What follows belongs to an exercise in optimizing a design on an open flow for small area; a production flow would make more cautious choices. In this exercise RTL edits were held to simulation tests only and were not proved equivalent to the original. Power figures rest on the tool's default switching activity, not on a simulated workload.

## config.mk

```make
export PLATFORM = sky130hd
export DESIGN_NAME = all_mod
export DESIGN_NICKNAME = all_mod
export VERILOG_FILES = /design/flow/design.v
export SDC_FILE = /design/flow/constraint.sdc
export NUM_CORES = 4
export LEC_CHECK = 0
export CAP_MARGIN = 20
export CORE_MARGIN = 2
export CORE_UTILIZATION = 40
export CTS_BUF_LIST = sky130_fd_sc_hd__clkbuf_16
export CTS_CLUSTER_DIAMETER = 100
export CTS_CLUSTER_SIZE = 26
export SLEW_MARGIN = 20
```

## constraint.sdc

```tcl
create_clock -name core_clock -period 10.0 [get_ports {clk}]
set_input_delay 2.0000 -clock core_clock [delete_from_list [all_inputs] [get_ports {clk}]]
set_output_delay 2.0000 -clock core_clock [all_outputs]
set_load 0.01 [all_outputs]
```

## design.v

```verilog
`timescale 1ns/1ps
module regs_uart (
    input  logic       clk,
    input  logic       rst,
    input  logic       wr_i,
    input  logic       rd_i,
    input  logic       rx_fifo_empty_i,
    input  logic       rx_oe,
    input  logic       rx_pe,
    input  logic       rx_fe,
    input  logic [7:0] rx_fifo_in,
    input  logic [2:0] addr_i,
    input  logic [7:0] din_i,
    output logic       tx_push_o,
    output logic       rx_pop_o,
    output logic       baud_out,
    output logic       baud_d,
    output logic       fifo_en,
    output logic [7:0] lcr,
    output logic [7:0] dout_o
);
    logic dlab;
    assign dlab = lcr[7];
    logic a0, a1, a2, a3, a5, a7;
    assign a0 = (addr_i == 3'd0);
    assign a1 = (addr_i == 3'd1);
    assign a2 = (addr_i == 3'd2);
    assign a3 = (addr_i == 3'd3);
    assign a5 = (addr_i == 3'd5);
    assign a7 = (addr_i == 3'd7);
    assign tx_push_o = wr_i & a0 & ~dlab;
    assign rx_pop_o  = rd_i & a0 & ~dlab;
    logic [7:0] rx_data;
    always_ff @(posedge clk, posedge rst) begin
        if (rst)           rx_data <= '0;
        else if (rx_pop_o) rx_data <= rx_fifo_in;
    end
    logic [7:0] dlsb, dmsb;
    logic wr_dlsb, wr_dmsb;
    assign wr_dlsb = wr_i & a0 & dlab;
    assign wr_dmsb = wr_i & a1 & dlab;
    always_ff @(posedge clk, posedge rst) begin
        if (rst)          dlsb <= '0;
        else if (wr_dlsb) dlsb <= din_i;
    end
    always_ff @(posedge clk, posedge rst) begin
        if (rst)          dmsb <= '0;
        else if (wr_dmsb) dmsb <= din_i;
    end
    logic dl_updated;
    always_ff @(posedge clk, posedge rst) begin
        if (rst) dl_updated <= 1'b0;
        else     dl_updated <= wr_dlsb | wr_dmsb;
    end
    logic [15:0] baud_counter;
    logic        bc_zero;
    assign bc_zero = (baud_counter == 16'd0);
    always_ff @(posedge clk, posedge rst) begin
        if (rst)                         baud_counter <= '0;
        else if (dl_updated | bc_zero)   baud_counter <= {dmsb, dlsb};
        else                             baud_counter <= baud_counter - 16'd1;
    end
    always_ff @(posedge clk, posedge rst) begin
        if (rst) baud_out <= 1'b0;
        else     baud_out <= (|{dmsb, dlsb}) & bc_zero;
    end
    always_ff @(posedge clk, posedge rst) begin
        if (rst) baud_d <= 1'b0;
        else     baud_d <= baud_out;
    end
    always_ff @(posedge clk, posedge rst) begin
        if (rst)              fifo_en <= 1'b0;
        else if (wr_i & a2)   fifo_en <= din_i[0];
    end
    always_ff @(posedge clk, posedge rst) begin
        if (rst)             lcr <= '0;
        else if (wr_i & a3)  lcr <= din_i;
    end
    logic [7:0] lcr_temp;
    always_ff @(posedge clk, posedge rst) begin
        if (rst)             lcr_temp <= '0;
        else if (rd_i & a3)  lcr_temp <= lcr;
    end
    logic lsr_dr, lsr_oe;
    always_ff @(posedge clk, posedge rst) begin
        if (rst) begin
            lsr_dr <= 1'b0;
            lsr_oe <= 1'b0;
        end else begin
            lsr_dr <= ~rx_fifo_empty_i;
            lsr_oe <= rx_oe;
        end
    end
    logic [4:0] lsr_temp;    
    always_ff @(posedge clk, posedge rst) begin
        if (rst)             lsr_temp <= '0;
        else if (rd_i & a5)  lsr_temp <= {1'b1, rx_fe, rx_pe, lsr_oe, lsr_dr};
    end
    logic [7:0] scr, scr_temp;
    always_ff @(posedge clk, posedge rst) begin
        if (rst)             scr <= '0;
        else if (wr_i & a7)  scr <= din_i;
    end
    always_ff @(posedge clk, posedge rst) begin
        if (rst)             scr_temp <= '0;
        else if (rd_i & a7)  scr_temp <= scr;
    end
    always_ff @(posedge clk, posedge rst) begin
        if (rst) dout_o <= '0;
        else case (addr_i)
            3'd0:    dout_o <= dlab ? dlsb : rx_data;
            3'd1:    dout_o <= dlab ? dmsb : 8'h00;
            3'd3:    dout_o <= lcr_temp;
            3'd5:    dout_o <= {1'b0, lsr_temp[4], lsr_temp[4], 1'b0, lsr_temp[3:0]};
            3'd7:    dout_o <= scr_temp;
            default: dout_o <= 8'h00;
        endcase
    end
endmodule
`timescale 1ns/1ps
module fifo_top #(
    parameter bit ZERO_HEAD = 1'b0    
) (
    input  logic       clk,
    input  logic       rst,
    input  logic       en,
    input  logic       push_in,
    input  logic       pop_in,
    input  logic [7:0] din,
    output logic [7:0] dout,
    output logic       empty,
    output logic       overrun
);
    logic [7:0] s [15];
    logic [3:0] n;
    logic       nonempty, full_t;
    logic push, pop;
    assign push = push_in & ~full_t;
    assign pop  = pop_in & nonempty;
    always_ff @(posedge clk) begin
        if (push) begin
            s[0] <= din;
            for (int i = 1; i < 15; i++) s[i] <= s[i-1];
        end
    end
    always_ff @(posedge clk, posedge rst) begin
        if (rst) begin
            n        <= 4'd0;
            nonempty <= 1'b0;
            full_t   <= 1'b0;
        end else begin
            case ({push, pop})
                2'b10: begin
                    n        <= n + 4'd1;
                    nonempty <= 1'b1;
                    full_t   <= (n == 4'd14) | ~en;
                end
                2'b01: begin
                    n        <= n - 4'd1;
                    nonempty <= (n != 4'd1) & en;
                    full_t   <= 1'b0;
                end
                default: ;
            endcase
        end
    end
    always_comb begin
        case (n)
            4'd1: dout = s[0];   4'd2: dout = s[1];   4'd3: dout = s[2];   4'd4: dout = s[3];
            4'd5: dout = s[4];   4'd6: dout = s[5];   4'd7: dout = s[6];   4'd8: dout = s[7];
            4'd9: dout = s[8];   4'd10: dout = s[9];  4'd11: dout = s[10]; 4'd12: dout = s[11];
            4'd13: dout = s[12]; 4'd14: dout = s[13]; 4'd15: dout = s[14];
            default: dout = ZERO_HEAD ? 8'h00 : s[0];
        endcase
    end
    always_ff @(posedge clk, posedge rst) begin
        if (rst) overrun <= 1'b0;
        else     overrun <= push_in & full_t;
    end
    assign empty = ~nonempty;
endmodule
`timescale 1ns / 1ps
module uart_tx_top (
    input  logic       clk,
    input  logic       rst,
    input  logic       baud_pulse,
    input  logic       baud_d,        
    input  logic       thre,
    input  logic       set_break,
    input  logic       sticky_parity,
    input  logic       eps,
    input  logic       pen,
    input  logic       stb,
    input  logic [1:0] wls,
    input  logic [7:0] din,
    output logic       pop,
    output logic       tx
);
    localparam STATE_IDLE = 2'b00;
    localparam STATE_STRT = 2'b01;
    localparam STATE_TRAN = 2'b10;
    localparam STATE_PARI = 2'b11;
    logic [1:0] state_reg;
    logic [4:0] count;
    logic [2:0] bit_count;
    logic [7:0] shift_reg;
    logic       d_parity, parity_out;
    logic cz, bz, start;
    assign cz    = (count == 5'd0);
    assign bz    = (bit_count == 3'd0);
    assign start = ~thre & cz;
    logic [4:0] stop_len;
    assign stop_len = ~stb ? 5'd15 : (wls == 2'b00) ? 5'd23 : 5'd31;
    always_ff @(posedge clk) begin
        if (rst) state_reg <= STATE_IDLE;
        else if (baud_pulse) begin
            case (state_reg)
                STATE_IDLE: if (start)       state_reg <= STATE_STRT;
                STATE_STRT: if (cz)          state_reg <= STATE_TRAN;
                STATE_TRAN: if (bz & cz)     state_reg <= pen ? STATE_PARI : STATE_IDLE;
                STATE_PARI: if (cz)          state_reg <= STATE_IDLE;
            endcase
        end
    end
    always_ff @(posedge clk, posedge rst) begin
        if (rst) count <= '0;
        else if (baud_pulse) begin
            if (!cz)                                            count <= count - 5'd1;
            else if (state_reg == STATE_PARI ||
                     (state_reg == STATE_TRAN && bz && !pen))   count <= stop_len;
            else                                                count <= 5'd15;
        end
    end
    always_ff @(posedge clk) begin
        if (baud_pulse) begin
            case (state_reg)
                STATE_IDLE: if (start)     bit_count <= {1'b1, wls};
                STATE_TRAN: if (!bz & cz)  bit_count <= bit_count - 3'd1;
                default: ;
            endcase
        end
    end
    always_ff @(posedge clk) begin
        if (baud_pulse) begin
            case (state_reg)
                STATE_IDLE: if (start)     shift_reg <= din;
                STATE_STRT: if (cz)        shift_reg <= shift_reg >> 1;
                STATE_TRAN: if (!bz & cz)  shift_reg <= shift_reg >> 1;
                default: ;
            endcase
        end
    end
    always_ff @(posedge clk) begin
        if (baud_pulse && state_reg == STATE_STRT)
            case (wls)
                2'b00: d_parity <= ^shift_reg[4:0];
                2'b01: d_parity <= ^shift_reg[5:0];
                2'b10: d_parity <= ^shift_reg[6:0];
                2'b11: d_parity <= ^shift_reg[7:0];
            endcase
    end
    always_ff @(posedge clk) begin
        if (baud_pulse && state_reg == STATE_TRAN)
            parity_out <= sticky_parity ? ~eps : (d_parity ^ ~eps);
    end
    assign pop = baud_d & (state_reg == STATE_STRT) & (count == 5'd15);
    logic tx_data;
    always_comb begin
        tx_data  = tx;
        if (baud_pulse) begin
            case (state_reg)
                STATE_IDLE: if (start) tx_data = 1'b0;
                STATE_STRT: if (cz) tx_data = shift_reg[0];
                STATE_TRAN: if (cz) tx_data = !bz ? shift_reg[0] : pen ? parity_out : 1'b1;
                STATE_PARI: if (cz) tx_data = 1'b1;
            endcase
        end
    end
    always_ff @(posedge clk, posedge rst) begin
        if (rst) tx <= 1'b1;
        else     tx <= tx_data & ~set_break;
    end
endmodule
`timescale 1ns / 1ps
module uart_rx_top (
    input  logic       clk,
    input  logic       rst,
    input  logic       baud_pulse,
    input  logic       baud_d,        
    input  logic       sticky_parity,
    input  logic       eps,
    input  logic       pen,
    input  logic [1:0] wls,
    input  logic       rx,
    output logic       push,
    output logic       pe,            
    output logic       fe,            
    output logic [7:0] data_out
);
    logic rx_reg;
    always_ff @(posedge clk, posedge rst) begin
        if (rst) rx_reg <= 1'b1;
        else     rx_reg <= rx;
    end
    localparam STATE_IDLE = 3'b000;
    localparam STATE_STRT = 3'b001;
    localparam STATE_TRAN = 3'b010;
    localparam STATE_PARI = 3'b011;
    localparam STATE_STOP = 3'b100;
    logic [2:0] state_reg;
    logic [3:0] count;
    logic [2:0] bit_count;
    logic       pe_reg;
    logic cz, c7, c6, bz;
    assign cz = (count == 4'd0);
    assign c7 = (count == 4'd7);
    assign c6 = (count == 4'd6);
    assign bz = (bit_count == 3'd0);
    always_ff @(posedge clk) begin
        if (rst) state_reg <= STATE_IDLE;
        else if (baud_pulse) begin
            case (state_reg)
                STATE_IDLE: if (~rx_reg)       state_reg <= STATE_STRT;
                STATE_STRT: if (c7 & rx)       state_reg <= STATE_IDLE;
                            else if (cz)       state_reg <= STATE_TRAN;
                STATE_TRAN: if (bz & cz)       state_reg <= pen ? STATE_PARI : STATE_STOP;
                STATE_PARI: if (cz)            state_reg <= STATE_STOP;
                STATE_STOP: if (cz)            state_reg <= STATE_IDLE;
                default:                       state_reg <= STATE_IDLE;
            endcase
        end
    end
    always_ff @(posedge clk) begin
        if (baud_pulse) begin
            if (state_reg == STATE_IDLE || cz || (state_reg == STATE_STRT && c7 && rx))
                count <= 4'd15;
            else
                count <= count - 4'd1;
        end
    end
    always_ff @(posedge clk) begin
        if (baud_pulse) begin
            case (state_reg)
                STATE_STRT: if (cz)        bit_count <= {1'b1, wls};
                STATE_TRAN: if (!bz & cz)  bit_count <= bit_count - 3'd1;
                default: ;
            endcase
        end
    end
    always_ff @(posedge clk, posedge rst) begin
        if (rst) data_out <= '0;
        else if (baud_pulse && state_reg == STATE_TRAN && c7) begin
            case (wls)
                2'b00: data_out <= {3'b000, rx, data_out[4:1]};
                2'b01: data_out <= {2'b00,  rx, data_out[5:1]};
                2'b10: data_out <= {1'b0,   rx, data_out[6:1]};
                2'b11: data_out <= {        rx, data_out[7:1]};
            endcase
        end
    end
    always_ff @(posedge clk) begin
        if (baud_pulse && state_reg == STATE_TRAN && cz && bz)
            pe_reg <= sticky_parity ? ~(rx ^ eps) : ~^{rx, data_out, eps};
    end
    logic pe_strobe;
    assign pe_strobe = baud_d & c6 & (state_reg == STATE_PARI);
    assign push      = baud_d & c6 & (state_reg == STATE_STOP);
    always_ff @(posedge clk, posedge rst) begin
        if (rst) begin
            pe <= 1'b0;
            fe <= 1'b0;
        end else begin
            if (pe_strobe) pe <= pe_reg;
            if (push)      fe <= ~rx_reg;
        end
    end
endmodule
`timescale 1ns /1ps
module all_mod (
    input  logic       clk, rst, wr, rd,
    input  logic       rx,
    input  logic [2:0] addr,
    input  logic [7:0] din,
    output logic       tx,
    output logic [7:0] dout
);
    logic       baud_pulse, baud_d, fifo_en;
    logic [7:0] lcr;
    logic       tx_fifo_push, tx_fifo_pop, tx_fifo_empty;
    logic [7:0] tx_fifo_out;
    logic       rx_fifo_push, rx_fifo_pop, rx_fifo_empty, r_oe, r_pe, r_fe;
    logic [7:0] rx_fifo_out, rx_out;
    regs_uart uart_regs_inst (
        .clk (clk),
        .rst (rst),
        .wr_i (wr),
        .rd_i (rd),
        .rx_fifo_empty_i (rx_fifo_empty),
        .rx_oe (r_oe),
        .rx_pe (r_pe),
        .rx_fe (r_fe),
        .rx_fifo_in (rx_fifo_out),
        .addr_i (addr),
        .din_i (din),
        .tx_push_o (tx_fifo_push),
        .rx_pop_o (rx_fifo_pop),
        .baud_out (baud_pulse),
        .baud_d (baud_d),
        .fifo_en (fifo_en),
        .lcr (lcr),
        .dout_o (dout)
    );
    uart_tx_top uart_tx_inst (
        .clk (clk),
        .rst (rst),
        .baud_pulse (baud_pulse),
        .baud_d (baud_d),
        .thre (tx_fifo_empty),
        .set_break (lcr[6]),
        .sticky_parity (lcr[5]),
        .eps (lcr[4]),
        .pen (lcr[3]),
        .stb (lcr[2]),
        .wls (lcr[1:0]),
        .din (tx_fifo_out),
        .pop (tx_fifo_pop),
        .tx (tx)
    );
    fifo_top #(.ZERO_HEAD(1'b0)) tx_fifo_inst (
        .clk (clk),
        .rst (rst),
        .en (fifo_en),
        .push_in (tx_fifo_push),
        .pop_in (tx_fifo_pop),
        .din (din),
        .dout (tx_fifo_out),
        .empty (tx_fifo_empty),
        .overrun ()
    );
    uart_rx_top uart_rx_inst (
        .clk (clk),
        .rst (rst),
        .baud_pulse (baud_pulse),
        .baud_d (baud_d),
        .sticky_parity (lcr[5]),
        .eps (lcr[4]),
        .pen (lcr[3]),
        .wls (lcr[1:0]),
        .rx (rx),
        .push (rx_fifo_push),
        .pe (r_pe),
        .fe (r_fe),
        .data_out (rx_out)
    );
    fifo_top #(.ZERO_HEAD(1'b1)) rx_fifo_inst (
        .clk (clk),
        .rst (rst),
        .en (fifo_en),
        .push_in (rx_fifo_push),
        .pop_in (rx_fifo_pop),
        .din (rx_out),
        .dout (rx_fifo_out),
        .empty (rx_fifo_empty),
        .overrun (r_oe)
    );
endmodule
```

## run.sh

```bash
#!/bin/bash
# synth_recipe.tcl (not shown) runs the flow's synth.tcl, then flattens the netlist and writes it again
# the make line also repeats each setting of config.mk as NAME=value (left out here)
make -C /OpenROAD-flow-scripts/flow DESIGN_CONFIG=/design/flow/config.mk WORK_HOME=/design/flow/orfs CLKGATE_MAP_FILE= SYNTH_SCRIPT=/design/flow/synth_recipe.tcl finish
```

==> results.yml, run 1 <==
yosys:
  synthTopCellsByArea: "sky130_fd_sc_hd__edfxtp_1, sky130_fd_sc_hd__dfrtp_1, sky130_fd_sc_hd__mux2_2"
  netlist.area_leader.share_pct: 47.6
  synth-edff-count: 261
  synth-main-ff-cell: "sky130_fd_sc_hd__edfxtp_1"
  post_synth_instance_area_um2: 16500
  number_of_distinct_library_cells_after_synthesis: 76
  post_synthesis_register_bit_count: 387
  seq_area_frac_synth_pct: 66.5
  postSynthAreaPerCell_um2: 13.9
  yosys_warnings: 7
  synthDominantAreaCellType: "sky130_fd_sc_hd__edfxtp_1"
  postSynth.asyncResetShare_pct: 31.3
  synth_fp_nets: 1227
  netlist_instances: 1183
die:
  placementRows: 74
  io_pins: 25
  initial_core_util_pct: 40.5
  dieWidth_um: 207
  die_h_um: 207
  fp.coreArea_um2: 40700
  fp.dieArea_um2: 42800
worst_setup_path:
  count_of_buffering_cells_on_the_critical_path_with_inverters_included: 3
  crit_path_max_incr_delay_ns: 0.91
  data_required_time_of_the_critical_path_ns: 10.15
  largest_delay_contributor_family_on_the_critical_path: "buffers and inverters"
  cp_cell_sequence: "clkdlybuf4s50_1, nor3_1, nand2_1, or3_1, inv_4, buf_4"
  startpoint_class_of_the_critical_path: "primary input"
  slowest_stage: "sky130_fd_sc_hd__buf_4"
  worstSetupPathType: "in -> reg"
  critPathCaptureType: "flip-flop"
  worstPathMaxFanout: 87
  worst_path_arrival_time_ns: 5.10
timing:
  finalWorstPathRequiredPeriod_ns: 4.95
  max_slew_margin_pct: 29.0
  final-setup-viol-count: 0
  final-hold-violation-count: 0
  finalMaxSlewViolations: 0
  max_slew.worst_pin.slew_ns: 1.07
  worst_hold_slack_ns: 0.357
  fin_tns_setup_ns: 0
  clock-skew-final_ns: 0.0142
  setup_repair_after_global_routing_missed_its_margin: "false"
  final.period_utilization_pct: 49.5
  fmax_ghz: 0.202
cells_and_area:
  n_antenna_cell: 0
  final_cell_area_um2: 17800
  final_layout_size_suffix_gt1_share_pct: 11.2
  final_non_filler_cells: 1724
  areaGrowthSynthToFinish_pct: 7.93
  finalNetCount: 1224
  top_regs: "rx_fifo_inst.s: 120 flops, tx_fifo_inst.s: 120 flops, uart_regs_inst.baud_counter: 16 flops"
cts:
  cts_tree: "built"
  post_cts_resize_count: 0
  clock_tree.root_cell: "sky130_fd_sc_hd__clkbuf_16"
  maximum_root_to_sink_buffer_count: 3
  htreeDepth: 1
  clk-insertion-delay-late_ns: 0.53
  cts_hold_repair.buffers: 0
  post_cts_setup_buffers: 0
  cts.sinks: 387
  clk_pin_slew_worst_paths_ns: 0.10
  cts_inserted_buffers: 18
routing:
  post_drt_via_cell_ratio: 5.63
  routed-via-count: 9703
  routed_wirelength_mm: 34.5
  postRouteAntennaNets: 0
  drt-wirelength-per-cell_um: 20.0
  route.met2.wl_mm: 16.1
  wl_met3_mm: 1.39
  first_iter_violations: 931
  route.layer.met1.wl_mm: 16.5
  dr.max_layer_used: "met4"
  firstDrtPassIters: 7
  post-route-drc-count: 0
placement:
  placedCellCount: 1692
  post_dp_hpwl_mm: 22.4
  detailed_place.area_um2: 17300
  port_buffers: 24
  gp_congestion: 0.818
global_routing:
  grt_max_degree: 88
  number_of_global_route_vias_before_repair: 9388
  grtUsageTotal_pct: 16.2
  grt_remaining_overflow: 0
  antenna_found_initial: 0
  grt_first_pass_wirelength_mm: 54.6
power_and_ir_drop:
  power_density_nw_per_um2: 221
  p_leak_nw: 6.33
  power.ir.vdd_worst_mv: 0.122
run:
  max_capacitance_violation_count: 0
worst_hold_path:
  worst_hold_path_type: "reg -> reg"
outcome:
  outcome: "timing/DRC/antenna clean"
## Yosys cell counts (11+ instances only)
cell type	number
sky130_fd_sc_hd__a211oi_1	14
sky130_fd_sc_hd__a21oi_1	58
sky130_fd_sc_hd__a221oi_1	11
sky130_fd_sc_hd__a22o_1	25
sky130_fd_sc_hd__a22oi_1	33
sky130_fd_sc_hd__a32oi_1	14
sky130_fd_sc_hd__buf_1	16
sky130_fd_sc_hd__buf_2	14
sky130_fd_sc_hd__clkbuf_1	33
sky130_fd_sc_hd__dfrtp_1	119
sky130_fd_sc_hd__edfxtp_1	261
sky130_fd_sc_hd__ha_1	28
sky130_fd_sc_hd__inv_1	34
sky130_fd_sc_hd__mux2_2	73
sky130_fd_sc_hd__mux2i_1	28
sky130_fd_sc_hd__nand2_1	64
sky130_fd_sc_hd__nand3_1	33
sky130_fd_sc_hd__nor2_1	67
sky130_fd_sc_hd__nor2b_1	16
sky130_fd_sc_hd__nor3_1	16
sky130_fd_sc_hd__nor4_1	11
sky130_fd_sc_hd__o21ai_0	28
sky130_fd_sc_hd__xnor2_1	31
sky130_fd_sc_hd__xor2_1	12
## cell families (layout without fill, tap and decap cells)
logic type,after synthesis,count (layout),share of synthesized area (%)
mux,107,107,7.44
buf+inv,99,108,2.43
xor+xnor,43,43,2.28
flops,387,387,66.5
fa+ha+maj,28,28,2.13
compound gates,250,250,10.7
simple gates,269,269,8.43
## area by class of cell
class / count / area [µm²]
multi-input cells: 697 / 5120
repair buffers: 42 / 375
fillers: 3736 / 23000
clock inverters: 13 / 50.0
well taps: 532 / 666
clock buffers: 19 / 475
inverters: 34 / 135
flip-flops and latches: 387 / 11000
## metal layers
layer / global-route usage, % / up-vias
met3: 1.51 / 35
met2: 25.7 / 211
met5: 0 / -
met4: 3.09 / 0
li1: - / 4486
met1: 24.5 / 4971
## cell usage in the layout (no fill, tap or decap), types with 16 or more instances in the layout
cell                              count
sky130_fd_sc_hd__edfxtp_1           261
sky130_fd_sc_hd__dfrtp_1            119
sky130_fd_sc_hd__mux2_2              73
sky130_fd_sc_hd__nor2_1              67
sky130_fd_sc_hd__nand2_1             64
sky130_fd_sc_hd__a21oi_1             58
sky130_fd_sc_hd__inv_1               43
sky130_fd_sc_hd__nand3_1             33
sky130_fd_sc_hd__a22oi_1             33
sky130_fd_sc_hd__xnor2_1             31
sky130_fd_sc_hd__mux2i_1             28
sky130_fd_sc_hd__o21ai_0             28
sky130_fd_sc_hd__ha_1                28
sky130_fd_sc_hd__a22o_1              25
sky130_fd_sc_hd__clkdlybuf4s50_1     24
sky130_fd_sc_hd__clkbuf_16           19
sky130_fd_sc_hd__buf_4               18
sky130_fd_sc_hd__nor2b_1             16
## through the flow
| step | worst slack, ns | total power [mW] | utilization (%) |
|---|---|---|---|
| after detailed placement | 4.52 | 3.14 | 42.4 |
| after global placement | 4.63 | 3.13 | 42.4 |
| after floorplan | 4.40 | 2.78 | - |
| after global routing | 4.79 | 4.15 | 43.7 |
| final | 5.05 | 3.93 | 43.7 |
| after CTS | 5.11 | 3.98 | 43.7 |
## worst paths after layout
check / startpoint / end / slack (ns) / cells after the start
min: rx_fifo_inst.overrun / uart_regs_inst.lsr_oe / 0.36 / 0
max reg2reg: uart_rx_inst.state_reg[2] / rx_fifo_inst.s[3][2] / 6.77 / 4
min reg2reg: rx_fifo_inst.overrun / uart_regs_inst.lsr_oe / 0.36 / 0
max: addr[0] / tx_fifo_inst.s[14][3] / 5.05 / 6
max in group asynchronous: rst / uart_regs_inst.dmsb[5] / 6.50 / 3
min in group asynchronous: rst / uart_tx_inst.count[4] / 2.14 / 2
## power by group
group	total (mW)	internal [mW]	switching (mW)
Clock	0.837	0.349	0.488
Combinational	1.07	0.449	0.626
Sequential	2.02	1.85	0.167
==> inputs of run 2 (changes only) <==
--- a/config.mk
+++ b/config.mk
@@ -9,3 +9,3 @@
 export CORE_MARGIN = 2
-export CORE_UTILIZATION = 40
+export CORE_UTILIZATION = 60
 export CTS_BUF_LIST = sky130_fd_sc_hd__clkbuf_16
==> results.yml, run 2 <==
worst_setup_path:
  regToRegStartpoint: "uart_rx_inst.state_reg[2]"
  worstSetupPathType: "in -> reg"
  data_required_time_of_the_critical_path_ns: 10.15
  cp-endpoint: "tx_fifo_inst.s[12][1]"
  worst_path_arrival_time_ns: 5.09
  regToRegSetupSlack_ns: 6.75
  worstPathMaxFanout: 81
  critPathCaptureType: "flip-flop"
  rr_worst_depth: 4
  r2r_end: "rx_fifo_inst.s[0][3]"
  startpoint_class_of_the_critical_path: "primary input"
  start_point_of_the_critical_path: "addr[0]"
power_and_ir_drop:
  power_density_nw_per_um2: 223
  power.ir.vdd_worst_mv: 0.172
  p_leak_nw: 6.32
yosys:
  post_synthesis_register_bit_count: 387
  synthMostInstantiatedCell: "sky130_fd_sc_hd__edfxtp_1"
  synth-edff-count: 261
  post_synth_instance_area_um2: 16500
  netlist_instances: 1183
  synth-main-ff-cell: "sky130_fd_sc_hd__edfxtp_1"
  postSynth.asyncResetShare_pct: 31.3
  postSynthAreaPerCell_um2: 13.9
  number_of_distinct_library_cells_after_synthesis: 76
  synthTopCellsByCount: "sky130_fd_sc_hd__edfxtp_1, sky130_fd_sc_hd__dfrtp_1, sky130_fd_sc_hd__mux2_2"
  synth_fp_nets: 1227
  synthTopCellsByArea: "sky130_fd_sc_hd__edfxtp_1, sky130_fd_sc_hd__dfrtp_1, sky130_fd_sc_hd__mux2_2"
  seq_area_frac_synth_pct: 66.5
  netlist.area_leader.share_pct: 47.6
  yosys_warnings: 7
  synthDominantAreaCellType: "sky130_fd_sc_hd__edfxtp_1"
cts:
  clk_pin_slew_worst_paths_ns: 0.10
  clk-insertion-delay-late_ns: 0.53
  cts_inserted_buffers: 18
  htreeDepth: 1
  post_cts_resize_count: 0
  clock_tree.root_cell: "sky130_fd_sc_hd__clkbuf_16"
  cts.sinks: 387
  cts_tree: "built"
  maximum_root_to_sink_buffer_count: 3
  post_cts_setup_buffers: 0
  cts_hold_repair.buffers: 0
routing:
  firstDrtPassIters: 5
  drt-wirelength-per-cell_um: 21.9
  routed_wirelength_mm: 33.6
  routed-via-count: 9706
  post-route-drc-count: 0
  first_iter_violations: 1114
  postRouteAntennaNets: 0
  post_drt_via_cell_ratio: 6.34
die:
  io_pins: 25
  fp.coreArea_um2: 27000
  dieWidth_um: 170
  initial_core_util_pct: 61.2
  placementRows: 60
  fp.dieArea_um2: 28800
  die_h_um: 170
placement:
  port_buffers: 24
  detailed_place.area_um2: 17000
  post_dp_hpwl_mm: 21.5
  gp_congestion: 0.813
cells_and_area:
  final_layout_size_suffix_gt1_share_pct: 11.0
  top_regs: "rx_fifo_inst.s: 120 flops, tx_fifo_inst.s: 120 flops, uart_regs_inst.baud_counter: 16 flops"
  n_antenna_cell: 0
  final_cell_area_um2: 17500
  finalNetCount: 1223
  layout.filler_cells: 2014
  most-common-layout-cells: "sky130_fd_sc_hd__edfxtp_1, sky130_fd_sc_hd__dfrtp_1, sky130_fd_sc_hd__mux2_2, sky130_fd_sc_hd__nor2_1, sky130_fd_sc_hd__nand2_1"
  layout_commonest_cell: "sky130_fd_sc_hd__edfxtp_1"
  areaGrowthSynthToFinish_pct: 6.38
global_routing:
  number_of_global_route_vias_before_repair: 9431
  grt_max_degree: 87
  grtUsageTotal_pct: 23.8
  grt_remaining_overflow: 0
  grt_first_pass_wirelength_mm: 53.5
  antenna_found_initial: 0
timing:
  clock-skew-final_ns: 0.0142
  setup_repair_after_global_routing_missed_its_margin: "false"
  max_slew_margin_pct: 26.3
  max_slew.worst_pin.slew_ns: 1.10
  fin_tns_setup_ns: 0
  finalMaxSlewViolations: 0
  final-setup-viol-count: 0
  final-hold-violation-count: 0
  worst_hold_slack_ns: 0.361
  fmax_ghz: 0.202
  finalWorstPathRequiredPeriod_ns: 4.94
  final.period_utilization_pct: 49.4
outcome:
  outcome: "timing/DRC/antenna clean"
worst_hold_path:
  worst_hold_path_type: "reg -> reg"
run:
  max_capacitance_violation_count: 0
## run 2: cell counts after synthesis
No cell type changed its count.
## run 2: through the flow
step | instances | util, % | total power [mW] | worst slack (ns)
floorplan | 1183 | - | 2.78 | 4.40
global placement | 1500 | 63.1 | 3.11 | 4.67
detailed placement | 1500 | 63.1 | 3.12 | 4.59
CTS | 1532 | 65.0 | 3.94 | 5.16
global route | 1532 | 65.1 | 4.11 | 4.85
finish | 1532 | 65.1 | 3.90 | 5.06
## run 2: per-layer routing
layer	routed length, µm	global-route usage, %	part of all wire [%]
met1	16400	37.5	49
met2	15100	36.6	45
met3	1530	2.59	4.5
met4	576	4.46	1.7
met5	0	0	0
## run 2: final cells by class
class / instances / area [µm²] / area share (%)
Tap cell: 341 / 427 / 2.43
Clock inverter: 14 / 66.3 / 0.378
Timing Repair Buffer: 41 / 372 / 2.12
Inverter: 34 / 135 / 0.771
Clock buffer: 18 / 450 / 2.57
Sequential cell: 387 / 11000 / 62.6
Multi-Input combinational cell: 697 / 5110 / 29.2
## run 2: logic make-up (layout without fill, tap and decap cells)
logic type,after synthesis,in the layout,share of synthesized area [%]
XOR/XNOR,43,43,2.28
AND/OR/NAND/NOR,269,269,8.43
adder cells (fa/ha/maj),28,28,2.13
multiplexers,107,107,7.44
flip-flops,387,387,66.5
AO/OA/AOI/OAI,250,250,10.7
buffers and inverters,99,107,2.43
## run 2: how the worst min path moves through the flow
stage / startpoint / to / slack, ns / depth (start not counted)
global placement: rx_fifo_inst.overrun / uart_regs_inst.lsr_oe / 0.33 / 0
floorplan: rx_fifo_inst.overrun / uart_regs_inst.lsr_oe / 0.33 / 0
finish: rx_fifo_inst.overrun / uart_regs_inst.lsr_oe / 0.36 / 0
global route: rx_fifo_inst.overrun / uart_regs_inst.lsr_oe / 0.37 / 0
detailed placement: rx_fifo_inst.overrun / uart_regs_inst.lsr_oe / 0.34 / 0
CTS: rx_fifo_inst.overrun / uart_regs_inst.lsr_oe / 0.37 / 0
## run 2: critical path, cell delays in order
cell                              delay, ns
sky130_fd_sc_hd__clkdlybuf4s50_1       0.83
sky130_fd_sc_hd__nor3_1                0.47
sky130_fd_sc_hd__nand2_1               0.10
sky130_fd_sc_hd__or3_1                 0.38
sky130_fd_sc_hd__inv_4                 0.39
sky130_fd_sc_hd__buf_4                 0.83
## run 2: report_power, final
group	switching, mW	total (mW)	leakage (nW)	internal [mW]
registers	0.173	2.02	4.01	1.85
clock network	0.475	0.810	0.297	0.335
logic	0.625	1.07	2.01	0.443
==> inputs of run 3 (changes only) <==
--- a/design.v
+++ b/design.v
@@ -50,6 +50,3 @@
     logic dl_updated;
-    always_ff @(posedge clk, posedge rst) begin
-        if (rst) dl_updated <= 1'b0;
-        else     dl_updated <= wr_dlsb | wr_dmsb;
-    end
+    always_ff @(posedge clk) dl_updated <= wr_dlsb | wr_dmsb;
     logic [15:0] baud_counter;
@@ -62,10 +59,4 @@
     end
-    always_ff @(posedge clk, posedge rst) begin
-        if (rst) baud_out <= 1'b0;
-        else     baud_out <= (|{dmsb, dlsb}) & bc_zero;
-    end
-    always_ff @(posedge clk, posedge rst) begin
-        if (rst) baud_d <= 1'b0;
-        else     baud_d <= baud_out;
-    end
+    always_ff @(posedge clk) baud_out <= (|{dmsb, dlsb}) & bc_zero;
+    always_ff @(posedge clk) baud_d <= baud_out;
     always_ff @(posedge clk, posedge rst) begin
@@ -84,10 +75,5 @@
     logic lsr_dr, lsr_oe;
-    always_ff @(posedge clk, posedge rst) begin
-        if (rst) begin
-            lsr_dr <= 1'b0;
-            lsr_oe <= 1'b0;
-        end else begin
-            lsr_dr <= ~rx_fifo_empty_i;
-            lsr_oe <= rx_oe;
-        end
+    always_ff @(posedge clk) begin
+        lsr_dr <= ~rx_fifo_empty_i;
+        lsr_oe <= rx_oe;
     end
@@ -300,6 +286,3 @@
     logic rx_reg;
-    always_ff @(posedge clk, posedge rst) begin
-        if (rst) rx_reg <= 1'b1;
-        else     rx_reg <= rx;
-    end
+    always_ff @(posedge clk) rx_reg <= rx;
     localparam STATE_IDLE = 3'b000;
--- a/config.mk
+++ b/config.mk
@@ -9,3 +9,3 @@
 export CORE_MARGIN = 2
-export CORE_UTILIZATION = 60
+export CORE_UTILIZATION = 40
 export CTS_BUF_LIST = sky130_fd_sc_hd__clkbuf_16
==> results.yml, run 3 <==
outcome:
  outcome: "timing/DRC/antenna clean"
routing:
  post_drt_via_cell_ratio: 5.59
  first_iter_violations: 966
  routed_wirelength_mm: 34.8
  post-route-drc-count: 0
  firstDrtPassIters: 6
  routed-via-count: 9581
  drt-wirelength-per-cell_um: 20.3
  postRouteAntennaNets: 0
power_and_ir_drop:
  seq_power_share_pct: 50.9
  power.ir.vdd_worst_mv: 0.151
  power_density_nw_per_um2: 227
  power_frac_comb_pct: 27.4
  share_clk_of_total_power_pct: 21.7
  intPower_mw: 2.68
  p_leak_nw: 6.19
  switching_share_pct: 33.1
  power.switching_mw: 1.33
worst_setup_path:
  startpoint_class_of_the_critical_path: "primary input"
  worst_path_arrival_time_ns: 5.05
  slowest_stage: "sky130_fd_sc_hd__buf_4"
  crit_path_max_incr_delay_ns: 0.77
  data_required_time_of_the_critical_path_ns: 10.16
  cp_cell_sequence: "clkdlybuf4s50_1, nor3_2, nand2_1, or3_1, inv_4, buf_4"
  worstSetupPathType: "in -> reg"
  regToRegStartpoint: "uart_tx_inst.count[0]"
  start_point_of_the_critical_path: "addr[2]"
  worstPathMaxFanout: 68
  critPathCaptureType: "flip-flop"
cts:
  cts_inserted_buffers: 19
  clock_tree.root_cell: "sky130_fd_sc_hd__clkbuf_16"
  htreeDepth: 1
  clk_pin_slew_worst_paths_ns: 0.11
  cts_tree: "built"
  clk-insertion-delay-late_ns: 0.54
  post_cts_resize_count: 0
  post_cts_setup_buffers: 0
  maximum_root_to_sink_buffer_count: 3
  cts.sinks: 387
  cts_hold_repair.buffers: 0
cells_and_area:
  areaGrowthSynthToFinish_pct: 8.25
  finish.utilization_pct: 43.6
  top_regs: "rx_fifo_inst.s: 120 flops, tx_fifo_inst.s: 120 flops, uart_regs_inst.baud_counter: 16 flops"
  final_layout_size_suffix_gt1_share_pct: 11.4
  most-common-layout-cells: "sky130_fd_sc_hd__edfxtp_1, sky130_fd_sc_hd__dfrtp_1, sky130_fd_sc_hd__nand2_1, sky130_fd_sc_hd__mux2_2, sky130_fd_sc_hd__o21ai_0"
  finalNetCount: 1212
  final_non_filler_cells: 1714
  layout.filler_cells: 3706
  layout_commonest_cell: "sky130_fd_sc_hd__edfxtp_1"
  final_cell_area_um2: 17700
yosys:
  synth-edff-count: 261
  synthTopCellsByArea: "sky130_fd_sc_hd__edfxtp_1, sky130_fd_sc_hd__dfrtp_1, sky130_fd_sc_hd__mux2_2"
  post_synth_instance_area_um2: 16300
  synth_fp_nets: 1217
  postSynthAreaPerCell_um2: 13.9
  post_synthesis_register_bit_count: 387
  synth-main-ff-cell: "sky130_fd_sc_hd__edfxtp_1"
  netlist.area_leader.share_pct: 47.9
  synthDominantAreaCellType: "sky130_fd_sc_hd__edfxtp_1"
  seq_area_frac_synth_pct: 66.9
  number_of_distinct_library_cells_after_synthesis: 69
  synthMostInstantiatedCell: "sky130_fd_sc_hd__edfxtp_1"
  netlist_instances: 1173
  postSynth.asyncResetShare_pct: 29.7
  synthTopCellsByCount: "sky130_fd_sc_hd__edfxtp_1, sky130_fd_sc_hd__dfrtp_1, sky130_fd_sc_hd__nand2_1"
  yosys_warnings: 7
global_routing:
  grt_max_degree: 88
  grtUsageTotal_pct: 16.5
  number_of_global_route_vias_before_repair: 9433
  grt_first_pass_wirelength_mm: 55.0
  antenna_found_initial: 2
  grt_remaining_overflow: 0
die:
  dieWidth_um: 206
  initial_core_util_pct: 40.3
  fp.dieArea_um2: 42500
  io_pins: 25
  placementRows: 74
  die_h_um: 206
  fp.coreArea_um2: 40600
placement:
  placedCellCount: 1679
  gp_congestion: 0.790
  detailedPlace.worstSlack_ns: 4.54
  port_buffers: 24
  detailed_place.area_um2: 17100
  post_dp_hpwl_mm: 22.3
timing:
  clock-skew-final_ns: 0.0427
  final-hold-violation-count: 0
  final-setup-viol-count: 0
  timing.final.ws_setup_ns: 5.11
  fmax_ghz: 0.204
  max_slew_margin_pct: 28.1
  finalWorstPathRequiredPeriod_ns: 4.89
  final.period_utilization_pct: 48.9
  finalMaxSlewViolations: 0
  max_slew.worst_pin.slew_ns: 1.08
  setup_repair_after_global_routing_missed_its_margin: "false"
  fin_tns_setup_ns: 0
worst_hold_path:
  worst_hold_path_type: "reg -> reg"
  min_from: "rx_fifo_inst.overrun"
run:
  max_capacitance_violation_count: 0
==> run 3: cell count changes in the layout (fill, tap and decap cells not counted), sizes merged, moves of 10 or more <==
cell	delta
a21oi	-18
a222oi	+11
mux2i	-10
nand2	+25
nor2	-21
o21ai	+21
==> run 3: power groups by stage <==
stage | clock network, mW | logic (mW) | registers (mW)
final | 0.871 | 1.10 | 2.04
after global placement | 0 | 1.09 | 2.07
after detailed placement | 0 | 1.10 | 2.08
after CTS | 0.898 | 1.11 | 2.04
after floorplan | 0 | 0.837 | 1.98
after global routing | 0.952 | 1.22 | 2.06
==> run 3: critical path: cells and delay by family <==
| kind | cells | cell delay [ns] |
|---|---|---|
| simple gates | 3 | 1.01 |
| buf+inv | 3 | 1.98 |
==> run 3: path summary, 6_finish.rpt <==
kind | to | slack (ns) | depth (start not counted)
max | tx_fifo_inst.s[7][5] | 5.11 | 6
min | uart_regs_inst.lsr_oe | 0.37 | 0
max reg2reg | uart_tx_inst.shift_reg[0] | 7.07 | 6
min reg2reg | uart_regs_inst.lsr_oe | 0.37 | 0
max in group asynchronous | uart_regs_inst.baud_counter[11] | 6.54 | 3
min in group asynchronous | uart_tx_inst.count[4] | 2.14 | 2
==> run 3: per-layer routing <==
metal | wire, µm | GRT usage [%] | part of all wire [%]
met3 | 1330 | 1.96 | 3.8
met4 | 852 | 4.46 | 2.5
met2 | 15900 | 25.4 | 46
met5 | 12 | 0 | 0.035
met1 | 16700 | 24.7 | 48
==> run 3: cells by family (layout without fill, tap and decap cells) <==
kind of cell / count (synthesis) / in the layout / synth area share, %
simple gates: 260 / 260 / 8.00
fa+ha+maj: 28 / 28 / 2.14
xor+xnor: 44 / 44 / 2.36
buf+inv: 96 / 104 / 2.30
other cells: 0 / 1 / 0
compound gates: 258 / 258 / 11.3
mux: 100 / 100 / 6.96
flops: 387 / 387 / 66.9
==> run 3: through the flow <==
step           hold slack [ns]  power [mW]
2_1_floorplan            0.324        2.82
5_1_grt                  0.379        4.24
6_report                 0.370        4.01
4_1_cts                  0.378        4.05
3_5_place_dp             0.357        3.18
3_3_place_gp             0.339        3.17
==> run 3: cell type report <==
class | instances | area [µm²] | area share (%)
inverters | 31 | 124 | 0.700
clock buffers | 19 | 475 | 2.69
well taps | 532 | 666 | 3.76
clock inverters | 15 | 92.6 | 0.523
repair buffers | 39 | 357 | 2.01
multi-input cells | 690 | 5040 | 28.5
diodes | 1 | 2.50 | 0.0141
flip-flops and latches | 387 | 10900 | 61.8
==> inputs of run 4 (changes only) <==
==> flow/run.sh (new file) <==
#!/bin/bash
# Own layout flow: the standard ORFS flow (standard.sh, unchanged synthesis) with two
# layout choices changed through ORFS's own variables:
#  - port buffers use the smallest buffer cell instead of the resizer's default pick;
#  - the clock tree uses clkbuf_16 leaf buffers on clusters of up to 26 flip-flops and
#    inserts no dummy loads.
set -euo pipefail
export BUFFER_PORTS_ARGS="-buffer_cell sky130_fd_sc_hd__buf_1"
export CTS_ARGS="-sink_clustering_enable -repair_clock_nets -sink_clustering_size 26 -sink_clustering_max_diameter 100 -buf_list sky130_fd_sc_hd__clkbuf_16 -root_buf sky130_fd_sc_hd__clkbuf_8 -tree_buf sky130_fd_sc_hd__clkbuf_8 -sink_clustering_buffer sky130_fd_sc_hd__clkbuf_16 -dont_use_dummy_load"
bash standard.sh finish > standard_flow.log 2>&1
==> standard.sh (new file) <==
#!/bin/bash
# synth_recipe.tcl (not shown) runs the flow's synth.tcl, then flattens the netlist and writes it again
# the make line also repeats each setting of config.mk as NAME=value (left out here)
make -C /OpenROAD-flow-scripts/flow DESIGN_CONFIG=/design/flow/config.mk WORK_HOME=/design/flow/orfs CLKGATE_MAP_FILE= SYNTH_SCRIPT=/design/flow/synth_recipe.tcl "${@:-finish}"
--- a/config.mk
+++ b/config.mk
@@ -7,3 +7,3 @@
 export LEC_CHECK = 0
-export CAP_MARGIN = 20
+export CAP_MARGIN = 10
 export CORE_MARGIN = 2
@@ -13,2 +13,2 @@
 export CTS_CLUSTER_SIZE = 26
-export SLEW_MARGIN = 20
+export SLEW_MARGIN = 10
removed: run.sh
==> results.yml, run 4 <==
timing:
  final.period_utilization_pct: 44.3
  fmax_ghz: 0.226
  max_slew_margin_pct: 31.0
  finalWorstPathRequiredPeriod_ns: 4.43
  max_slew.worst_pin.slew_ns: 1.03
  final-hold-violation-count: 0
  finalMaxSlewViolations: 0
  setup_repair_after_global_routing_missed_its_margin: "false"
  fin_tns_setup_ns: 0
  clock-skew-final_ns: 0.110
  final-setup-viol-count: 0
run:
  max_capacitance_violation_count: 0
yosys:
  synth-main-ff-cell: "sky130_fd_sc_hd__edfxtp_1"
  netlist.area_leader.share_pct: 47.9
  synthTopCellsByCount: "sky130_fd_sc_hd__edfxtp_1, sky130_fd_sc_hd__dfrtp_1, sky130_fd_sc_hd__nand2_1"
  netlist_instances: 1173
  synthTopCellsByArea: "sky130_fd_sc_hd__edfxtp_1, sky130_fd_sc_hd__dfrtp_1, sky130_fd_sc_hd__mux2_2"
  fraction_of_synthesized_area_in_multiplexers_pct: 6.96
  synth_compound_area_share_pct: 11.3
  synth-edff-count: 261
  post_synth_fa_ha_maj_area_fraction_pct: 2.14
  yosys_warnings: 7
  synth_top_family_by_area: "compound AO/OA/AOI/OAI gates"
  post_synth_instance_area_um2: 16300
  synthMostInstantiatedCell: "sky130_fd_sc_hd__edfxtp_1"
  postSynth.asyncResetShare_pct: 29.7
  synthDominantAreaCellType: "sky130_fd_sc_hd__edfxtp_1"
  yosys.area_share.simple_pct: 8.00
  post_synth_xor_area_fraction_pct: 2.36
  post_synthesis_register_bit_count: 387
  synth_fp_nets: 1217
  postSynthAreaPerCell_um2: 13.9
  seq_area_frac_synth_pct: 66.9
  number_of_distinct_library_cells_after_synthesis: 69
worst_setup_path:
  slowest_stage: "sky130_fd_sc_hd__buf_4"
  worst_path_arrival_time_ns: 4.57
  data_required_time_of_the_critical_path_ns: 10.15
  crit_path_max_incr_delay_ns: 0.81
  largest_delay_contributor_family_on_the_critical_path: "buffers and inverters"
  worstSetupPathType: "in -> reg"
  startpoint_class_of_the_critical_path: "primary input"
  cp_cell_sequence: "buf_1, nor3_2, nand2_1, or3_1, inv_4, buf_4"
  critPathCaptureType: "flip-flop"
  worstPathMaxFanout: 75
  count_of_buffering_cells_on_the_critical_path_with_inverters_included: 3
global_routing:
  number_of_global_route_vias_before_repair: 9363
  grtUsageTotal_pct: 16.5
  grt_remaining_overflow: 0
  grt_max_degree: 85
  grt_first_pass_wirelength_mm: 54.9
  antenna_found_initial: 5
routing:
  firstDrtPassIters: 6
  postRouteAntennaNets: 0
  routed_wirelength_mm: 35.1
  drt-wirelength-per-cell_um: 20.6
  routed-via-count: 9643
  post-route-drc-count: 0
  post_drt_via_cell_ratio: 5.67
  first_iter_violations: 1018
cts:
  cts.sinks: 387
  cts_hold_repair.buffers: 0
  clk_pin_slew_worst_paths_ns: 0.10
  cts_inserted_buffers: 19
  clk-insertion-delay-late_ns: 0.64
  maximum_root_to_sink_buffer_count: 3
  post_cts_setup_buffers: 0
  htreeDepth: 1
  post_cts_resize_count: 0
  clock_tree.root_cell: "sky130_fd_sc_hd__clkbuf_8"
  cts_tree: "built"
power_and_ir_drop:
  power.ir.vdd_worst_mv: 0.134
  share_clk_of_total_power_pct: 20.1
  seq_power_share_pct: 51.4
  power_frac_comb_pct: 28.5
  p_leak_nw: 6.03
  power.switching_mw: 1.30
  switching_share_pct: 33.1
  intPower_mw: 2.63
  power_density_nw_per_um2: 225
placement:
  gp_congestion: 0.787
  post_dp_hpwl_mm: 22.5
  port_buffers: 24
cells_and_area:
  areaGrowthSynthToFinish_pct: 6.56
  layout_commonest_cell: "sky130_fd_sc_hd__edfxtp_1"
  most-common-layout-cells: "sky130_fd_sc_hd__edfxtp_1, sky130_fd_sc_hd__dfrtp_1, sky130_fd_sc_hd__nand2_1, sky130_fd_sc_hd__mux2_2, sky130_fd_sc_hd__o21ai_0"
  finish.utilization_pct: 43.0
  finalNetCount: 1213
  top_regs: "rx_fifo_inst.s: 120 flops, tx_fifo_inst.s: 120 flops, uart_regs_inst.baud_counter: 16 flops"
  final_layout_size_suffix_gt1_share_pct: 11.3
  layout.filler_cells: 3703
die:
  io_pins: 25
  dieWidth_um: 206
  fp.dieArea_um2: 42500
  die_h_um: 206
  placementRows: 74
  fp.coreArea_um2: 40600
  initial_core_util_pct: 40.3
worst_hold_path:
  worst_hold_path_type: "reg -> reg"
outcome:
  outcome: "timing/DRC/antenna clean"
==> run 4: cell types whose count changed in the layout (fill, tap and decap cells not counted) <==
cell | previous run | this run
sky130_fd_sc_hd__clkinv_4 | 1 | 0
sky130_fd_sc_hd__inv_1 | 40 | 28
sky130_fd_sc_hd__o21bai_2 | 1 | 0
sky130_fd_sc_hd__clkdlybuf4s50_1 | 24 | 0
sky130_fd_sc_hd__o21bai_1 | 1 | 2
sky130_fd_sc_hd__inv_6 | 1 | 0
sky130_fd_sc_hd__buf_6 | 1 | 0
sky130_fd_sc_hd__buf_1 | 0 | 24
sky130_fd_sc_hd__clkbuf_16 | 19 | 16
sky130_fd_sc_hd__clkinv_16 | 1 | 0
sky130_fd_sc_hd__clkbuf_8 | 0 | 3
sky130_fd_sc_hd__buf_4 | 14 | 16
==> run 4: cell families after synthesis <==
group                      Yosys count
buffers and inverters               96
DFF                                387
muxes                              100
and+or+nand+nor                    260
xor gates and xnor gates            44
AOI/OAI and AO/OA                  258
adders and majority gates           28
==> run 4: worst reg2reg max path, cell delays in order, from the launching register on <==
cell and delay (ns):
sky130_fd_sc_hd__dfxtp_1 0.53, sky130_fd_sc_hd__or3b_2 0.51, sky130_fd_sc_hd__or3_1 0.39, sky130_fd_sc_hd__inv_4 0.36, sky130_fd_sc_hd__buf_4 0.93
==> run 4: final cells by class <==
cell class / count / area, µm² / share of cell area, %
clock buffers: 19 / 442 / 2.54
repair buffers: 40 / 210 / 1.21
multi-input cells: 690 / 5040 / 28.9
well taps: 532 / 666 / 3.82
flip-flops and latches: 387 / 10900 / 62.8
diodes: 1 / 2.50 / 0.0144
inverters: 31 / 124 / 0.711
==> run 4: path summary, 6_finish.rpt <==
path,from,end,cells after the start,slack (ns)
setup / recovery,addr[2],tx_fifo_inst.s[7][6],6,5.57
min in group asynchronous,rst,uart_tx_inst.count[4],2,1.52
max in group asynchronous,rst,uart_regs_inst.baud_counter[9],3,7.04
setup reg to reg,uart_rx_inst.state_reg[2],rx_fifo_inst.s[13][3],4,6.86
hold / removal,rx_fifo_inst.overrun,uart_regs_inst.lsr_oe,0,0.35
hold reg to reg,rx_fifo_inst.overrun,uart_regs_inst.lsr_oe,0,0.35
==> run 4: routing by layer <==
metal	up-vias	global-route usage, %	share of wire (%)
met5	-	0	0.12
met4	6	3.93	1.9
met3	43	2.32	4.3
met2	241	25.6	46
met1	4918	24.4	47
li1	4435	-	-
==> run 4: stage by stage <==
step	instances	area, µm²	hold slack, ns	setup slack (ns)	total power, mW
after CTS	1699	17400	0.351	5.57	3.97
final	1700	17400	0.350	5.57	3.92
after global routing	1700	17400	0.360	5.36	4.14
after global placement	1680	17000	0.334	5.09	3.16
after detailed placement	1680	17000	0.327	5.00	3.17
after floorplan	1173	16300	0.324	4.32	2.82
==> run 4: power groups by stage <==
| stage | clock [mW] | combinational (mW) | sequential [mW] |
|---|---|---|---|
| after floorplan | 0 | 0.837 | 1.98 |
| after global placement | 0 | 1.12 | 2.05 |
| after detailed placement | 0 | 1.12 | 2.05 |
| after CTS | 0.821 | 1.13 | 2.02 |
| after global routing | 0.864 | 1.24 | 2.04 |
| final | 0.790 | 1.12 | 2.02 |
==> inputs of run 5 (changes only) <==
--- a/flow/run.sh
+++ b/flow/run.sh
@@ -8,3 +8,3 @@
 export BUFFER_PORTS_ARGS="-buffer_cell sky130_fd_sc_hd__buf_1"
-export CTS_ARGS="-sink_clustering_enable -repair_clock_nets -sink_clustering_size 26 -sink_clustering_max_diameter 100 -buf_list sky130_fd_sc_hd__clkbuf_16 -root_buf sky130_fd_sc_hd__clkbuf_8 -tree_buf sky130_fd_sc_hd__clkbuf_8 -sink_clustering_buffer sky130_fd_sc_hd__clkbuf_16 -dont_use_dummy_load"
+export CTS_ARGS="-sink_clustering_enable -repair_clock_nets -sink_clustering_size 30 -sink_clustering_max_diameter 100 -buf_list sky130_fd_sc_hd__clkbuf_16 -root_buf sky130_fd_sc_hd__clkbuf_8 -tree_buf sky130_fd_sc_hd__clkbuf_8 -sink_clustering_buffer sky130_fd_sc_hd__clkbuf_16 -dont_use_dummy_load"
 bash standard.sh finish > standard_flow.log 2>&1
==> results.yml, run 5 <==
routing:
  drt-wirelength-per-cell_um: 20.6
  routed_wirelength_mm: 35.0
  postRouteAntennaNets: 0
  routed-via-count: 9572
  first_iter_violations: 873
  post_drt_via_cell_ratio: 5.64
  firstDrtPassIters: 5
  post-route-drc-count: 0
yosys:
  netlist_instances: 1173
  synth-edff-count: 261
  post_synth_instance_area_um2: 16300
  post_synthesis_register_bit_count: 387
  synthDominantAreaCellType: "sky130_fd_sc_hd__edfxtp_1"
  synthMostInstantiatedCell: "sky130_fd_sc_hd__edfxtp_1"
  synthTopCellsByArea: "sky130_fd_sc_hd__edfxtp_1, sky130_fd_sc_hd__dfrtp_1, sky130_fd_sc_hd__mux2_2"
  synth_fp_nets: 1217
  postSynth.asyncResetShare_pct: 29.7
  seq_area_frac_synth_pct: 66.9
  netlist.area_leader.share_pct: 47.9
  postSynthAreaPerCell_um2: 13.9
  synthTopCellsByCount: "sky130_fd_sc_hd__edfxtp_1, sky130_fd_sc_hd__dfrtp_1, sky130_fd_sc_hd__nand2_1"
  synth-main-ff-cell: "sky130_fd_sc_hd__edfxtp_1"
  number_of_distinct_library_cells_after_synthesis: 69
  yosys_warnings: 7
run:
  max_capacitance_violation_count: 0
global_routing:
  number_of_global_route_vias_before_repair: 9324
  grtUsageTotal_pct: 16.4
  grt_max_degree: 85
  grt_remaining_overflow: 0
  grt_first_pass_wirelength_mm: 54.6
  antenna_found_initial: 5
worst_setup_path:
  critPathCaptureType: "flip-flop"
  worst_path_arrival_time_ns: 4.57
  worstSetupPathType: "in -> reg"
  rr_worst_depth: 4
  data_required_time_of_the_critical_path_ns: 10.13
  regToRegSetupSlack_ns: 6.87
  worstPathMaxFanout: 75
  cp-endpoint: "tx_fifo_inst.s[7][6]"
  r2r_end: "rx_fifo_inst.s[11][5]"
  regToRegStartpoint: "uart_rx_inst.state_reg[2]"
  startpoint_class_of_the_critical_path: "primary input"
  start_point_of_the_critical_path: "addr[2]"
cells_and_area:
  layout.filler_cells: 3711
  most-common-layout-cells: "sky130_fd_sc_hd__edfxtp_1, sky130_fd_sc_hd__dfrtp_1, sky130_fd_sc_hd__nand2_1, sky130_fd_sc_hd__mux2_2, sky130_fd_sc_hd__o21ai_0"
  final_layout_size_suffix_gt1_share_pct: 11.2
  layout.area.seq_um2: 10900
  finalNetCount: 1211
  multi_input_area_um2: 5040
  final_cell_area_um2: 17400
  top_regs: "rx_fifo_inst.s: 120 flops, tx_fifo_inst.s: 120 flops, uart_regs_inst.baud_counter: 16 flops"
  layout_commonest_cell: "sky130_fd_sc_hd__edfxtp_1"
  finish.utilization_pct: 42.8
  areaGrowthSynthToFinish_pct: 6.25
cts:
  cts_hold_repair.buffers: 0
  post_cts_setup_buffers: 0
  cts_inserted_buffers: 17
  cts_tree: "built"
  clk-insertion-delay-late_ns: 0.62
  clk_pin_slew_worst_paths_ns: 0.11
  htreeDepth: 1
  post_cts_resize_count: 0
  clock_tree.root_cell: "sky130_fd_sc_hd__clkbuf_8"
  maximum_root_to_sink_buffer_count: 3
  cts.sinks: 387
placement:
  post_dp_hpwl_mm: 22.5
  gp_congestion: 0.787
  port_buffers: 24
  detailed_place.area_um2: 17000
power_and_ir_drop:
  power_frac_comb_pct: 28.7
  power_density_nw_per_um2: 223
  intPower_mw: 2.59
  seq_power_share_pct: 52.1
  switching_share_pct: 33.1
  p_leak_nw: 6.00
  share_clk_of_total_power_pct: 19.2
  power.ir.vdd_worst_mv: 0.138
  power.switching_mw: 1.28
timing:
  setup_repair_after_global_routing_missed_its_margin: "false"
  final-setup-viol-count: 0
  max_slew_margin_pct: 31.6
  clock-skew-final_ns: 0.114
  finalWorstPathRequiredPeriod_ns: 4.44
  max_slew.worst_pin.slew_ns: 1.03
  fmax_ghz: 0.225
  final.period_utilization_pct: 44.4
  finalMaxSlewViolations: 0
  fin_tns_setup_ns: 0
  final-hold-violation-count: 0
worst_hold_path:
  min_delay_path_depth: 0
  worst_hold_path_type: "reg -> reg"
die:
  io_pins: 25
  die_h_um: 206
  fp.dieArea_um2: 42500
  dieWidth_um: 206
  placementRows: 74
  fp.coreArea_um2: 40600
  initial_core_util_pct: 40.3
outcome:
  outcome: "timing/DRC/antenna clean"
==> run 5: cell count changes in the layout (fill, tap and decap cells not counted), sizes merged <==
cell	before	now
clkbuf	19	17
==> run 5: how the worst min path moves through the flow <==
stage | startpoint | slack [ns] | end
global route | rx_fifo_inst.overrun | 0.36 | uart_regs_inst.lsr_oe
finish | rx_fifo_inst.overrun | 0.35 | uart_regs_inst.lsr_oe
floorplan | rx_fifo_inst.overrun | 0.32 | uart_regs_inst.lsr_oe
CTS | rx_fifo_inst.overrun | 0.35 | uart_regs_inst.lsr_oe
global placement | rx_fifo_inst.overrun | 0.33 | uart_regs_inst.lsr_oe
detailed placement | rx_fifo_inst.overrun | 0.33 | uart_regs_inst.lsr_oe
==> run 5: area by class of cell <==
class / count / share of cell area [%]
sequential: 387 / 63.0
multi-input combinational: 690 / 29.0
tap: 532 / 3.83
clock buffer: 17 / 2.25
timing repair buffer: 40 / 1.21
inverter: 31 / 0.713
antenna: 1 / 0.0144
==> run 5: cells by family after synthesis <==
logic type / after synthesis / share of synthesized area [%]
buffers and inverters: 96 / 2.30
AOI/OAI and AO/OA: 258 / 11.3
adders and majority gates: 28 / 2.14
xor gates and xnor gates: 44 / 2.36
muxes: 100 / 6.96
and+or+nand+nor: 260 / 8.00
DFF: 387 / 66.9
==> run 5: critical path: stages <==
cell	delay [ns]
sky130_fd_sc_hd__buf_1	0.29
sky130_fd_sc_hd__nor3_2	0.46
sky130_fd_sc_hd__nand2_1	0.08
sky130_fd_sc_hd__or3_1	0.39
sky130_fd_sc_hd__inv_4	0.45
sky130_fd_sc_hd__buf_4	0.83
==> run 5: per-layer routing <==
| metal | GRT usage, % | vias up | routed length, µm |
|---|---|---|---|
| li1 | - | 4437 | - |
| met2 | 25.5 | 244 | 16100 |
| met3 | 2.25 | 48 | 1540 |
| met1 | 24.2 | 4837 | 16500 |
| met4 | 3.88 | 6 | 754 |
| met5 | 0 | - | 44 |
==> run 5: per-stage QoR <==
| stage | worst slack (ns) | total power [mW] | hold slack (ns) | std cells |
|---|---|---|---|---|
| detailed placement | 5.00 | 3.17 | 0.327 | 1680 |
| floorplan | 4.32 | 2.82 | 0.324 | 1173 |
| finish | 5.56 | 3.87 | 0.353 | 1698 |
| CTS | 5.54 | 3.92 | 0.354 | 1697 |
| global route | 5.33 | 4.10 | 0.363 | 1698 |
| global placement | 5.09 | 3.16 | 0.334 | 1680 |
==> run 5: power groups by stage <==
stage,combinational [mW],sequential (mW),clock [mW]
after CTS,1.13,2.02,0.775
after global placement,1.12,2.05,0
after floorplan,0.837,1.98,0
after global routing,1.24,2.04,0.817
after detailed placement,1.12,2.05,0
final,1.11,2.02,0.744
==> inputs of run 6 (changes only) <==
--- a/flow/run.sh
+++ b/flow/run.sh
@@ -8,3 +8,3 @@
 export BUFFER_PORTS_ARGS="-buffer_cell sky130_fd_sc_hd__buf_1"
-export CTS_ARGS="-sink_clustering_enable -repair_clock_nets -sink_clustering_size 30 -sink_clustering_max_diameter 100 -buf_list sky130_fd_sc_hd__clkbuf_16 -root_buf sky130_fd_sc_hd__clkbuf_8 -tree_buf sky130_fd_sc_hd__clkbuf_8 -sink_clustering_buffer sky130_fd_sc_hd__clkbuf_16 -dont_use_dummy_load"
+export CTS_ARGS="-sink_clustering_enable -repair_clock_nets -sink_clustering_size 26 -sink_clustering_max_diameter 100 -buf_list sky130_fd_sc_hd__clkbuf_16 -dont_use_dummy_load"
 bash standard.sh finish > standard_flow.log 2>&1
--- a/config.mk
+++ b/config.mk
@@ -7,3 +7,3 @@
 export LEC_CHECK = 0
-export CAP_MARGIN = 10
+export CAP_MARGIN = 20
 export CORE_MARGIN = 2
@@ -13,2 +13,2 @@
 export CTS_CLUSTER_SIZE = 26
-export SLEW_MARGIN = 10
+export SLEW_MARGIN = 20
==> results.yml, run 6 <==
outcome:
  outcome: "timing/DRC/antenna clean"
worst_setup_path:
  startpoint_class_of_the_critical_path: "primary input"
  data_required_time_of_the_critical_path_ns: 10.09
  regToRegSetupSlack_ns: 6.84
  worst_path_arrival_time_ns: 4.57
  worstSetupPathType: "in -> reg"
  crit_path_max_incr_delay_ns: 0.82
  cp_cell_sequence: "buf_1, nor3_2, nand2_1, or3_1, inv_4, buf_4"
  worstPathMaxFanout: 75
  slowest_stage: "sky130_fd_sc_hd__buf_4"
  critPathCaptureType: "flip-flop"
yosys:
  post_synthesis_register_bit_count: 387
  synthMostInstantiatedCell: "sky130_fd_sc_hd__edfxtp_1"
  synthDominantAreaCellType: "sky130_fd_sc_hd__edfxtp_1"
  synthTopCellsByCount: "sky130_fd_sc_hd__edfxtp_1, sky130_fd_sc_hd__dfrtp_1, sky130_fd_sc_hd__nand2_1"
  synth-main-ff-cell: "sky130_fd_sc_hd__edfxtp_1"
  number_of_distinct_library_cells_after_synthesis: 69
  synth_fp_nets: 1217
  postSynth.asyncResetShare_pct: 29.7
  seq_area_frac_synth_pct: 66.9
  yosys_warnings: 7
  netlist_instances: 1173
  postSynthAreaPerCell_um2: 13.9
  netlist.area_leader.share_pct: 47.9
  synth-edff-count: 261
  post_synth_instance_area_um2: 16300
  synthTopCellsByArea: "sky130_fd_sc_hd__edfxtp_1, sky130_fd_sc_hd__dfrtp_1, sky130_fd_sc_hd__mux2_2"
cells_and_area:
  final_layout_size_suffix_gt1_share_pct: 11.3
  finalNetCount: 1213
  final_non_filler_cells: 1699
  layout_commonest_cell: "sky130_fd_sc_hd__edfxtp_1"
  n_antenna_cell: 0
  layout.filler_cells: 3700
  top_regs: "rx_fifo_inst.s: 120 flops, tx_fifo_inst.s: 120 flops, uart_regs_inst.baud_counter: 16 flops"
  most-common-layout-cells: "sky130_fd_sc_hd__edfxtp_1, sky130_fd_sc_hd__dfrtp_1, sky130_fd_sc_hd__nand2_1, sky130_fd_sc_hd__mux2_2, sky130_fd_sc_hd__o21ai_0"
  final_cell_area_um2: 17500
  areaGrowthSynthToFinish_pct: 6.77
power_and_ir_drop:
  seq_power_share_pct: 51.0
  share_clk_of_total_power_pct: 20.8
  power_frac_comb_pct: 28.2
  p_leak_nw: 6.04
  power.switching_mw: 1.30
  power.ir.vdd_worst_mv: 0.136
  power_density_nw_per_um2: 226
  switching_share_pct: 32.8
  intPower_mw: 2.66
cts:
  clk_pin_slew_worst_paths_ns: 0.10
  cts.sinks: 387
  cts_inserted_buffers: 19
  post_cts_resize_count: 0
  clk-insertion-delay-late_ns: 0.54
  cts_tree: "built"
  post_cts_setup_buffers: 0
  cts_hold_repair.buffers: 0
  clock_tree.root_cell: "sky130_fd_sc_hd__clkbuf_16"
  maximum_root_to_sink_buffer_count: 3
  htreeDepth: 1
die:
  fp.coreArea_um2: 40600
  die_h_um: 206
  io_pins: 25
  dieWidth_um: 206
  initial_core_util_pct: 40.3
  fp.dieArea_um2: 42500
  placementRows: 74
placement:
  placedCellCount: 1680
  gp_congestion: 0.787
  port_buffers: 24
  detailed_place.area_um2: 17000
  post_dp_hpwl_mm: 22.5
worst_hold_path:
  worst_hold_path_type: "reg -> reg"
routing:
  routed_wirelength_mm: 35.1
  first_iter_violations: 991
  firstDrtPassIters: 8
  post_drt_via_cell_ratio: 5.66
  routed-via-count: 9616
  postRouteAntennaNets: 0
  drt-wirelength-per-cell_um: 20.7
  post-route-drc-count: 0
timing:
  final.period_utilization_pct: 44.8
  max_slew_margin_pct: 30.4
  fmax_ghz: 0.223
  finalMaxSlewViolations: 0
  final-setup-viol-count: 0
  fin_tns_setup_ns: 0
  final-hold-violation-count: 0
  clock-skew-final_ns: 0.0786
  finalWorstPathRequiredPeriod_ns: 4.48
  max_slew.worst_pin.slew_ns: 1.04
  setup_repair_after_global_routing_missed_its_margin: "false"
global_routing:
  grt_remaining_overflow: 0
  antenna_found_initial: 4
  grtUsageTotal_pct: 16.5
  number_of_global_route_vias_before_repair: 9355
  grt_first_pass_wirelength_mm: 54.9
  grt_max_degree: 85
run:
  max_capacitance_violation_count: 0
-- run 6: worst paths after layout --
check	cells after the start	to	from
worst max-delay path	6	tx_fifo_inst.s[7][6]	addr[2]
worst min-delay path	0	uart_regs_inst.lsr_oe	rx_fifo_inst.overrun
worst max register to register	4	rx_fifo_inst.s[13][3]	uart_rx_inst.state_reg[2]
worst min register to register	0	uart_regs_inst.lsr_oe	rx_fifo_inst.overrun
max in group asynchronous	3	uart_regs_inst.baud_counter[9]	rst
min in group asynchronous	2	uart_tx_inst.count[4]	rst
-- run 6: power groups by stage --
stage	registers [mW]	logic, mW	clock network (mW)
floorplan	1.98	0.837	0
global placement	2.05	1.12	0
detailed placement	2.05	1.12	0
CTS	2.02	1.13	0.853
global route	2.04	1.24	0.896
finish	2.02	1.12	0.820
-- run 6: logic make-up (layout without fill, tap and decap cells) --
group                    after synthesis  count (layout)  share of synthesized area (%)
AND/OR/NAND/NOR                      260             260                           8.00
XOR/XNOR                              44              44                           2.36
AO/OA/AOI/OAI                        258             258                           11.3
multiplexers                         100             100                           6.96
flip-flops                           387             387                           66.9
adder cells (fa/ha/maj)               28              28                           2.14
buffers and inverters                 96              90                           2.30
-- run 6: layout make-up --
class,instances,area [µm²],share of cell area [%]
flip-flops and latches,387,10900,62.7
multi-input cells,690,5040,28.9
well taps,532,666,3.81
clock buffers,19,475,2.72
repair buffers,40,214,1.23
inverters,31,124,0.710
-- run 6: routing by layer --
metal	global-route usage, %	wire, µm	vias up
met4	3.85	625	6
li1	-	-	4443
met3	2.35	1420	44
met1	24.4	16800	4904
met2	25.6	16200	219
met5	0	44	-
-- run 6: critical path: cells and delay by family --
kind,cells,cell delay (ns)
buffers and inverters,3,1.56
AND/OR/NAND/NOR,3,0.94
-- run 6: per-stage QoR --
stage          utilization, %  power (mW)  worst slack (ns)  hold slack [ns]
2_1_floorplan               -        2.82              4.32            0.324
3_3_place_gp             41.9        3.16              5.09            0.334
3_5_place_dp             41.9        3.17              5.00            0.327
4_1_cts                  43.0        4.00              5.49            0.351
5_1_grt                  43.0        4.18              5.28            0.360
6_report                 43.0        3.95              5.52            0.349

==> port drivers added, routing unchanged <==
In the flow no input, the clock included, has a driving cell. The finished layouts below were timed again as built, in two steps.
Step 1 sets driving cells, clkbuf_16 on the clock port and buf_2 on the other inputs (assumed; they add their load-dependent delay and slew).
Step 2 times the ports against the registers' clock, not the clock port: input delays grow and output delays shrink by t, the midpoint of the rising clock arrivals with the driver on.
Slacks: ideal ports / drivers / drivers and shift; pairs: ideal ports / drivers.
run | t, ns | slack for setup (ns)
run 1 | 0.571 | 5.050 / 5.065 / 4.494
run 2 | 0.571 | 5.060 / 5.087 / 4.516
run 3 | 0.574 | 5.106 / 5.125 / 4.552
run 4 | 0.629 | 5.575 / 5.592 / 4.963
run 5 | 0.610 | 5.559 / 5.574 / 4.965
run 6 | 0.558 | 5.519 / 5.540 / 4.981
After both steps every run listed still meets setup and hold.
